This design comes from an exercise in tuning for small area, a short achievable clock period and few clock cycles on the open sky130 flow, not from production work. In this exercise RTL edits were held to simulation tests only and were not proved equivalent to the original.

==> flow/design.v <==
module matriz_determ5x5 (
	input wire [199:0] matriz_A,
	input clk,
	input start,
	output reg done,
	output reg [31:0] det
);
	wire [7:0] mat [4:0][4:0]; 
	reg [31:0] tp [4:0];
	reg [2:0] count;
	genvar i, j;
	function [31:0] det_4x4;
		input [7:0] a, b, c, d, e, f, g, h, i, j, k, l, m, n, o, p;
		begin
			det_4x4 = a * det_3x3(f, g, h, j, k, l, n, o, p) - 
						 b * det_3x3(e, g, h, i, k, l, m, o, p) + 
						 c * det_3x3(e, f, h, i, j, l, m, n, p) - 
						 d * det_3x3(e, f, g, i, j, k, m, n, o);
		end
	endfunction
	function [31:0] det_3x3;
		input [7:0] a, b, c, d, e, f, g, h, i;
		begin
			det_3x3 = a * (e * i - f * h) -
						 b * (d * i - f * g) +
						 c * (d * h - e * g);
		end
	endfunction
	generate begin
		for (i = 0; i < 5; i = i + 1) begin : asdasd
			for (j = 0; j < 5; j = j + 1) begin: aksdkaskd
				 assign mat[i][j] = matriz_A[(i * 40) + (j * 8) +: 8];
		end end end
	endgenerate
	always @(posedge clk) begin
		  if(start) begin
			  if (count < 5) begin
					tp[count] = mat[0][count] * det_4x4(
							mat[1][(count+1)%5], mat[1][(count+2)%5], mat[1][(count+3)%5], mat[1][(count+4)%5],
							mat[2][(count+1)%5], mat[2][(count+2)%5], mat[2][(count+3)%5], mat[2][(count+4)%5],
							mat[3][(count+1)%5], mat[3][(count+2)%5], mat[3][(count+3)%5], mat[3][(count+4)%5],
							mat[4][(count+1)%5], mat[4][(count+2)%5], mat[4][(count+3)%5], mat[4][(count+4)%5]
			      );
			  end else begin
					det = tp[0] + tp[1] + tp[2] + tp[3] + tp[4];
					done = 1;
			  end
			  count <= count + 1;
		  end else begin
			done = 0;
			det = 0;
			count = 0;
		  end
	end
endmodule
==> flow/run.sh <==
#!/bin/bash
# synth_recipe.tcl (not shown) runs the flow's synth.tcl, then flattens the netlist and writes it again
# the make line also repeats each setting of config.mk as NAME=value (left out here)
make -C /OpenROAD-flow-scripts/flow DESIGN_CONFIG=/design/flow/config.mk WORK_HOME=/design/flow/orfs CLKGATE_MAP_FILE= SYNTH_SCRIPT=/design/flow/synth_recipe.tcl finish
==> flow/config.mk <==
export PLATFORM = sky130hd
export DESIGN_NAME = matriz_determ5x5
export DESIGN_NICKNAME = matriz_determ5x5
export VERILOG_FILES = /design/flow/design.v
export SDC_FILE = /design/flow/constraint.sdc
export NUM_CORES = 4
export LEC_CHECK = 0
export CAP_MARGIN = 20
export CORE_MARGIN = 2
export CORE_UTILIZATION = 20
export PLACE_DENSITY = 0.3
export SLEW_MARGIN = 20
==> flow/constraint.sdc <==
create_clock -name core_clock -period 30.0 [get_ports {clk}]
set_input_delay 6.0000 -clock core_clock [delete_from_list [all_inputs] [get_ports {clk}]]
set_output_delay 6.0000 -clock core_clock [all_outputs]
set_load 0.01 [all_outputs]
==> results of run 1 <==
-- worst max-delay path by stage --
stage	to	cells after the start	start
detailed placement	tp[4][31]$_DFFE_PP_	88	matriz_A[1]
floorplan	tp[0][31]$_DFFE_PP_	108	count[0]$_SDFF_PN0_
CTS	tp[3][31]$_DFFE_PP_	96	matriz_A[97]
global route	tp[3][31]$_DFFE_PP_	92	matriz_A[154]
finish	tp[3][31]$_DFFE_PP_	92	matriz_A[102]
global placement	tp[2][31]$_DFFE_PP_	91	matriz_A[1]
-- layout by cell type (no fill, tap or decap), drive strengths merged, types with 122 or more instances in the layout --
master,synthesis,layout
a21oi,464,464
a221oi,233,233
a222oi,135,135
a22o,202,202
a22oi,661,661
and2,456,456
buf,178,3679
clkdlybuf4s50,0,208
edfxtp,160,160
fa,3422,3422
ha,911,911
inv,2612,2605
nand2,2206,2206
nand2b,196,196
nand3,240,240
nand4,206,206
nor2,1657,1657
nor2b,157,157
nor3,183,183
o21ai,237,237
xnor2,314,314
xor2,122,122
-- routing by layer --
layer	vias up	share of wire, %	wire (µm)
li1	61000	-	-
met1	78500	44	483000
met2	6577	43	476000
met3	1806	6.4	70700
met4	42	6.3	69000
met5	-	0.045	493
-- area by class of cell --
cell class / count / area, µm² / area share, %
repair buffers: 3912 / 36100 / 18.1
well taps: 9920 / 12400 / 6.23
inverters: 2630 / 9900 / 4.97
diodes: 97 / 243 / 0.122
flip-flops and latches: 196 / 5530 / 2.78
clock buffers: 30 / 644 / 0.324
clock inverters: 3 / 16.3 / 0.00817
multi-input cells: 13200 / 134000 / 67.4
-- per-stage QoR --
step	utilization [%]	setup slack, ns
floorplan	-	0.454
global placement	25.9	-2.32
detailed placement	26.0	-2.09
CTS	26.2	0.000121
global route	26.6	-0.0665
finish	26.6	0.655
-- synthesized netlist by cell type (30+ instances only) --
cell	number	area (µm²)
a31oi_1	48	300
nor3_1	182	911
nand4_1	206	1290
nand2_1	2205	8280
mux2i_1	78	781
o21ai_0	220	1100
edfxtp_1	160	4800
a221oi_1	233	2040
nand3_1	239	1200
buf_1	137	514
fa_1	3422	68500
nand2b_1	196	1230
inv_1	2608	9790
or2_2	31	194
o2111ai_1	30	263
a22o_1	201	1760
o211ai_1	36	270
dfxtp_1	36	721
o21a_1	53	398
a21o_1	77	578
a211oi_1	39	293
a222oi_1	135	1350
ha_1	911	11400
a22oi_1	661	4960
nor2b_1	157	982
and3_1	109	682
a21oi_1	461	2310
nor4_1	80	500
clkbuf_1	988	3710
nor2_1	1653	6200
and2_1	442	2770
xor2_1	122	1070
xnor2_1	309	2710
o21bai_1	80	601
-- worst max-delay path, delay by kind of cell --
family | cells | cell delay, ns
buf+inv | 26 | 3.64
compound gates | 20 | 3.46
simple gates | 7 | 0.90
xor+xnor | 11 | 2.08
fa+ha+maj | 28 | 13.43
-- flip-flops by register name (all words and copies together) (netlist names) --
register	cells
count	3
tp	160
done	1
det	32
-- cell families after synthesis --
| family | share of synthesized area [%] |
|---|---|
| buffers and inverters | 9.58 |
| adders and majority gates | 53.3 |
| DFF | 3.69 |
| muxes | 0.720 |
| AOI/OAI and AO/OA | 13.1 |
| and+or+nand+nor | 16.8 |
| xor gates and xnor gates | 2.84 |
-- timing repair --
item / CTS / global route
endpoints found under the setup margin: 55 / 55
setup buffers: 19 / 86
hold buffers: 0 / 0
gates resized for setup: 174 / 540
pin swaps: 95 / 475
==> impl_metrics.env, run 1 <==
export IMPL_ioPinCount=235
export IMPL_dieArea_mm2=0.756
export IMPL_fin_skew_ns=0.0270
export IMPL_root_buffer="clkbuf_16"
export IMPL_synth_nets=21700
export IMPL_syn_avg_cell_area_um2=8.74
export IMPL_setup_viol=0
export IMPL_worstHoldStart="det[1]$_SDFFE_PN0P_"
export IMPL_crit_path_top_delay_cell="fa_1"
export IMPL_detail_route_antenna_nets=0
export IMPL_grt_pass1_vias=154000
export IMPL_die_w_um=870
export IMPL_cp_end_kind="flop"
export IMPL_fill_cells=81400
export IMPL_critPathRequiredTime_ns=30.27
export IMPL_wirelength_um=1100000
export IMPL_core_mm2=0.748
export IMPL_nets=24500
export IMPL_synth_top_flop_cell="edfxtp_1"
export IMPL_max_cap_violations=0
export IMPL_grt_pass1_wl_um=1470000
export IMPL_worst_path_max_fanout=7
export IMPL_cts_tree="built"
export IMPL_rows=318
export IMPL_initial_core_util_pct=20.0
export IMPL_overflow=0
export IMPL_synth_seq_area_share_pct=3.69
export IMPL_drc=0
export IMPL_max_slew_margin_pct=9.90
export IMPL_dpl_hpwl_um=919000
export IMPL_finalNonFillerCells=29900
export IMPL_crit_arrival_ns=29.62
export IMPL_grt_met2_usage_pct=43.3
export IMPL_dr_pass1_iters=10
export IMPL_drt_iter0_drc=15300
export IMPL_place_area_mm2=0.194
export IMPL_numCtsBuffers=25
export IMPL_worstReg2RegEnd="tp[3][31]$_DFFE_PP_"
export IMPL_grt_max_degree=56
export IMPL_htree_levels=4
export IMPL_via_per_inst=4.94
export IMPL_globalRouteMet1Util_pct=38.9
export IMPL_cts_max_path_buffers=3
export IMPL_max_freq_mhz=34.1
export IMPL_hold_depth=2
export IMPL_cts_sinks=196
export IMPL_synthDistinctLibCells=124
export IMPL_syn2layout_area_growth_pct=32.8
export IMPL_ys_async_sr_fraction_pct=0
export IMPL_whs_ns=0.462
export IMPL_max_stage_delay_ns=0.61
export IMPL_place_congestion=1.02
export IMPL_track_usage_pct=28.5
export IMPL_crit_top_cell="fa_1"
export IMPL_cp_start_kind="input pin"
export IMPL_min_path_type="flop to flop"
export IMPL_synthCells=17200
export IMPL_post_route_min_period_ns=29.35
export IMPL_met3_usage_pct=4.94
export IMPL_hold_end="det[1]$_SDFFE_PN0P_"
export IMPL_dp_cells=29700
export IMPL_rrSetupSlack_ns=1.56
export IMPL_port_buffers=234
export IMPL_antenna_found_initial=135
export IMPL_fin_crit_sh_pct=97.8
export IMPL_wire_per_inst_um=36.7
export IMPL_path_clk_slew_ns=0.09
export IMPL_r2r_cells=108
export IMPL_drive_gt1_share_pct=22.7
export IMPL_synth_edf_count=160
export IMPL_final_setup_tns_ns=0
export IMPL_die_height_um=870
export IMPL_clock_latency_ns=0.52
export IMPL_critPathKind="input pin to flop"
export IMPL_worst_slew_pin_slew_ns=1.35
export IMPL_hold_viol=0
export IMPL_yosysWarnings=2
export IMPL_final_area_mm2=0.199
export IMPL_slew_violations=0
export IMPL_busiest_layer="met2"
export IMPL_vias=148000
export IMPL_syn_area_mm2=0.150
export IMPL_r2r_start="count[1]$_SDFF_PN0_"
export IMPL_status="complete, no violations"
export IMPL_synth_seq_cells=196
Testbench counts, summed over its fixed seeds: cycles 2,688.
==> run 2: changes to the inputs <==
==> flow/design.v (replaced) <==
module matriz_determ5x5 (
	input wire [199:0] matriz_A,
	input clk,
	input start,
	output reg done,
	output reg [31:0] det
);
	reg [199:0] R;           
	reg [3:0] cnt;
	reg v1;                  
	reg signed [16:0] m01a, m01b, k34, k24, k23, k14, k13;
	reg signed [16:0] p01a, p01b;
	reg signed [26:0] q234a, q234b;
	function [7:0] e;
		input [199:0] m;
		input integer r, c;
		e = m[r*40 + c*8 +: 8];
	endfunction
	function signed [16:0] m2;
		input [7:0] a, b, c, d;    
		m2 = {9'd0, a} * {9'd0, d} - {9'd0, b} * {9'd0, c};
	endfunction
	wire signed [8:0] a21 = {1'b0, e(R, 2, 0)};
	wire signed [8:0] a22 = {1'b0, e(R, 2, 1)};
	wire signed [8:0] a23 = {1'b0, e(R, 2, 2)};
	wire signed [8:0] a24 = {1'b0, e(R, 2, 3)};
	wire [199:0] Rrot;
	genvar r, c;
	generate
		for (r = 0; r < 5; r = r + 1) begin : gr
			for (c = 0; c < 5; c = c + 1) begin : gc
				assign Rrot[r*40 + c*8 +: 8] = R[r*40 + ((c + 1) % 5)*8 +: 8];
			end
		end
	endgenerate
	wire signed [31:0] prod_a = p01a * q234a;
	wire signed [31:0] prod_b = p01b * q234b;
	always @(posedge clk) begin
		R <= (cnt == 4'd0) ? matriz_A : Rrot;
		m01a <= m2(e(R,0,0), e(R,0,1), e(R,1,0), e(R,1,1));
		m01b <= m2(e(R,0,2), e(R,0,0), e(R,1,2), e(R,1,0));
		k34  <= m2(e(R,3,3), e(R,3,4), e(R,4,3), e(R,4,4));
		k24  <= m2(e(R,3,2), e(R,3,4), e(R,4,2), e(R,4,4));
		k23  <= m2(e(R,3,2), e(R,3,3), e(R,4,2), e(R,4,3));
		k14  <= m2(e(R,3,1), e(R,3,4), e(R,4,1), e(R,4,4));
		k13  <= m2(e(R,3,1), e(R,3,3), e(R,4,1), e(R,4,3));
		p01a <= (start & v1) ? m01a : 17'sd0;
		p01b <= (start & v1) ? m01b : 17'sd0;
		q234a <= a22 * k34 - a23 * k24 + a24 * k23;
		q234b <= a21 * k34 - a23 * k14 + a24 * k13;
		if (!start) begin
			cnt <= 4'd0;
			v1 <= 1'b0;
			done <= 1'b0;
			det <= 32'd0;
		end else begin
			if (cnt != 4'd8) cnt <= cnt + 4'd1;
			v1 <= (cnt >= 4'd1) && (cnt <= 4'd5);
			done <= (cnt >= 4'd7);
			det <= det + prod_a + prod_b;
		end
	end
endmodule
==> impl_metrics.env, run 2 <==
export IMPL_cts_sinks=445
export IMPL_synthCells=10200
export IMPL_largest_register_ffs=200
export IMPL_synth_seq_area_share_pct=9.05
export IMPL_syn_avg_cell_area_um2=9.61
export IMPL_fin_crit_sh_pct=26.7
export IMPL_wirelength_um=332000
export IMPL_detail_route_antenna_nets=0
export IMPL_grt_max_degree=77
export IMPL_dp_cells=16700
export IMPL_crit_buf_inv=1
export IMPL_numCtsBuffers=78
export IMPL_ys_async_sr_fraction_pct=0
export IMPL_place_area_mm2=0.109
export IMPL_yosysTopAreaCellShare_pct=46.2
export IMPL_track_usage_pct=13.6
export IMPL_status="complete, no violations"
export IMPL_drt_iter0_drc=2750
export IMPL_cts_max_path_buffers=4
export IMPL_synth_most_common_cell="inv_1"
export IMPL_slew_violations=0
export IMPL_finalNonFillerCells=16900
export IMPL_crit_family="buffers and inverters"
export IMPL_post_route_min_period_ns=8.00
export IMPL_crit_path_top_delay_cell="clkdlybuf4s50_1"
export IMPL_final_area_mm2=0.111
export IMPL_max_slew_margin_pct=27.3
export IMPL_synth_edf_count=0
export IMPL_holdBufCountCts=0
export IMPL_nets=13700
export IMPL_clock_latency_ns=0.82
export IMPL_htree_levels=3
export IMPL_wire_per_inst_um=19.7
export IMPL_final_common_cell="inv_1"
export IMPL_rows=257
export IMPL_synth_seq_cells=445
export IMPL_die_w_um=706
export IMPL_via_per_inst=3.92
export IMPL_synth_top_flop_cell="dfxtp_1"
export IMPL_worst_path_max_fanout=2
export IMPL_die_height_um=706
export IMPL_cts_resized=0
export IMPL_critPathRequiredTime_ns=24.00
export IMPL_max_cap_violations=0
export IMPL_drc=0
export IMPL_drive_gt1_share_pct=5.13
export IMPL_worst_slew_pin_slew_ns=1.09
export IMPL_synth_nets=13600
export IMPL_dr_pass1_iters=5
export IMPL_yosys_top_cells_count="inv_1 (2533), fa_1 (2274), and2_1 (1310)"
export IMPL_overflow=0
export IMPL_postCtsSetupRepairBufs=0
export IMPL_cts_tree="built"
export IMPL_path_cells="clkdlybuf4s50_1"
export IMPL_fill_cells=53700
export IMPL_dieArea_mm2=0.498
export IMPL_synthTopCellsByArea="fa_1 (46%), ha_1 (12%), inv_1 (9.7%)"
export IMPL_vias=66100
export IMPL_dpl_hpwl_um=270000
export IMPL_syn2layout_area_growth_pct=12.9
export IMPL_synth_top_area_cell="fa_1"
export IMPL_root_buffer="clkbuf_16"
export IMPL_crit_arrival_ns=2.00
export IMPL_fin_skew_ns=0.0615
export IMPL_max_freq_mhz=125
export IMPL_final_cell_mix="inv_1 (2533), fa_1 (2274), and2_1 (1310)"
export IMPL_max_stage_delay_ns=0.62
export IMPL_grt_pass1_vias=76600
export IMPL_cp_start_kind="flop"
export IMPL_initial_core_util_pct=20.1
export IMPL_setup_viol=0
export IMPL_min_path_type="flop to flop"
export IMPL_syn_area_mm2=0.0984
export IMPL_grt_pass1_wl_um=507000
export IMPL_synthDistinctLibCells=75
export IMPL_final_setup_tns_ns=0
export IMPL_cp_end_kind="primary output"
export IMPL_port_buffers=234
export IMPL_ioPinCount=235
export IMPL_place_congestion=0.767
export IMPL_antenna_found_initial=43
export IMPL_path_clk_slew_ns=0.06
export IMPL_critPathKind="flop to primary output"
export IMPL_hold_viol=0
export IMPL_core_mm2=0.490
export IMPL_yosysWarnings=1
export IMPL_rsz0062_at_grt="no"
## run 2: changes by cell type in the layout (fill, tap and decap cells not counted), sizes merged, moves of 232 or more
| cell | change |
|---|---|
| buf | -3537 |
| dfxtp | +409 |
| fa | -1148 |
| a21oi | -363 |
| a22oi | -660 |
| a221oi | -232 |
| and2 | +855 |
| nor2 | -1577 |
| nand2 | -966 |
## run 2: per-stage QoR
step | hold slack, ns | util, % | setup WS, ns
after floorplan | 0.434 | - | 23.14
after global placement | 0.438 | 22.1 | 22.09
after detailed placement | 0.442 | 22.1 | 22.04
after CTS | 0.422 | 22.7 | 21.84
after global routing | 0.438 | 22.7 | 21.83
final | 0.446 | 22.7 | 22.00
## run 2: final timing paths
path	start	to	slack, ns	depth (start not counted)
worst min-delay path	R[25]$_DFF_P_	R[17]$_DFF_P_	0.45	1
worst min register to register	R[25]$_DFF_P_	R[17]$_DFF_P_	0.45	1
worst max register to register	p01b[10]$_SDFF_PN0_	det[31]$_SDFF_PN0_	22.23	22
worst max-delay path	det[31]$_SDFF_PN0_	det[31]	22.00	1
## run 2: area by class of cell
| cell class | count | area, µm² | share of cell area, % |
|---|---|---|---|
| multi-input cells | 6890 | 78600 | 70.7 |
| diodes | 8 | 20.0 | 0.0180 |
| flip-flops and latches | 445 | 8940 | 8.04 |
| repair buffers | 375 | 3400 | 3.05 |
| clock inverters | 30 | 400 | 0.360 |
| inverters | 2533 | 9510 | 8.55 |
| clock buffers | 103 | 2210 | 1.99 |
| well taps | 6475 | 8100 | 7.29 |
## run 2: kinds of logic (layout without fill, tap and decap cells)
kind of cell             Yosys count  after routing  synth area share [%]
AO/OA/AOI/OAI                    355            355                  2.46
XOR/XNOR                         237            237                  2.12
adder cells (fa/ha/maj)         3181           3181                  57.8
buffers and inverters           2913           3041                  11.1
flip-flops                       445            445                  9.05
multiplexers                     203            203                  2.32
other                              0              8                     0
AND/OR/NAND/NOR                 2914           2914                  15.2
## run 2: routing by layer
metal / share of wire [%] / vias up / global-route usage [%]
met4: 1.4 / 8 / 1.89
li1: - / 30000 / -
met5: 0.016 / - / 0
met3: 2.9 / 154 / 1.33
met2: 50 / 871 / 23.8
met1: 46 / 35100 / 18.5
Testbench counts of run 2, summed over its fixed seeds: cycles 3,456.

what the ideal ports hide:
The flow's constraints put no driver on any port. The routed layouts listed below were extracted and timed again, unchanged, in two steps.
Step 1 assumes that a clkbuf_16 drives the clock port and a buf_2 every other input.
Step 2 moves the port delays by t, midway between the first and last clock arrival at a register: inputs arrive t later, outputs are due t later. That takes back most of the time a late clock gives input paths.
a / b / c = ideal / step 1 / step 2; a / b = the first two.
run | t, ns | setup WS [ns] | worst setup path at the end | worst data-port slew with drivers (ns)
run 1 | 0.543 | 0.655 / 0.632 / 0.089 | input to register | 0.12
run 2 | 0.895 | 21.996 / 21.897 / 22.232 | register to register | 0.10
After both steps every run listed still meets setup and hold. The setup slack of run 1, which loses most, moves by -0.023 ns with the drivers and by -0.566 ns with both steps.
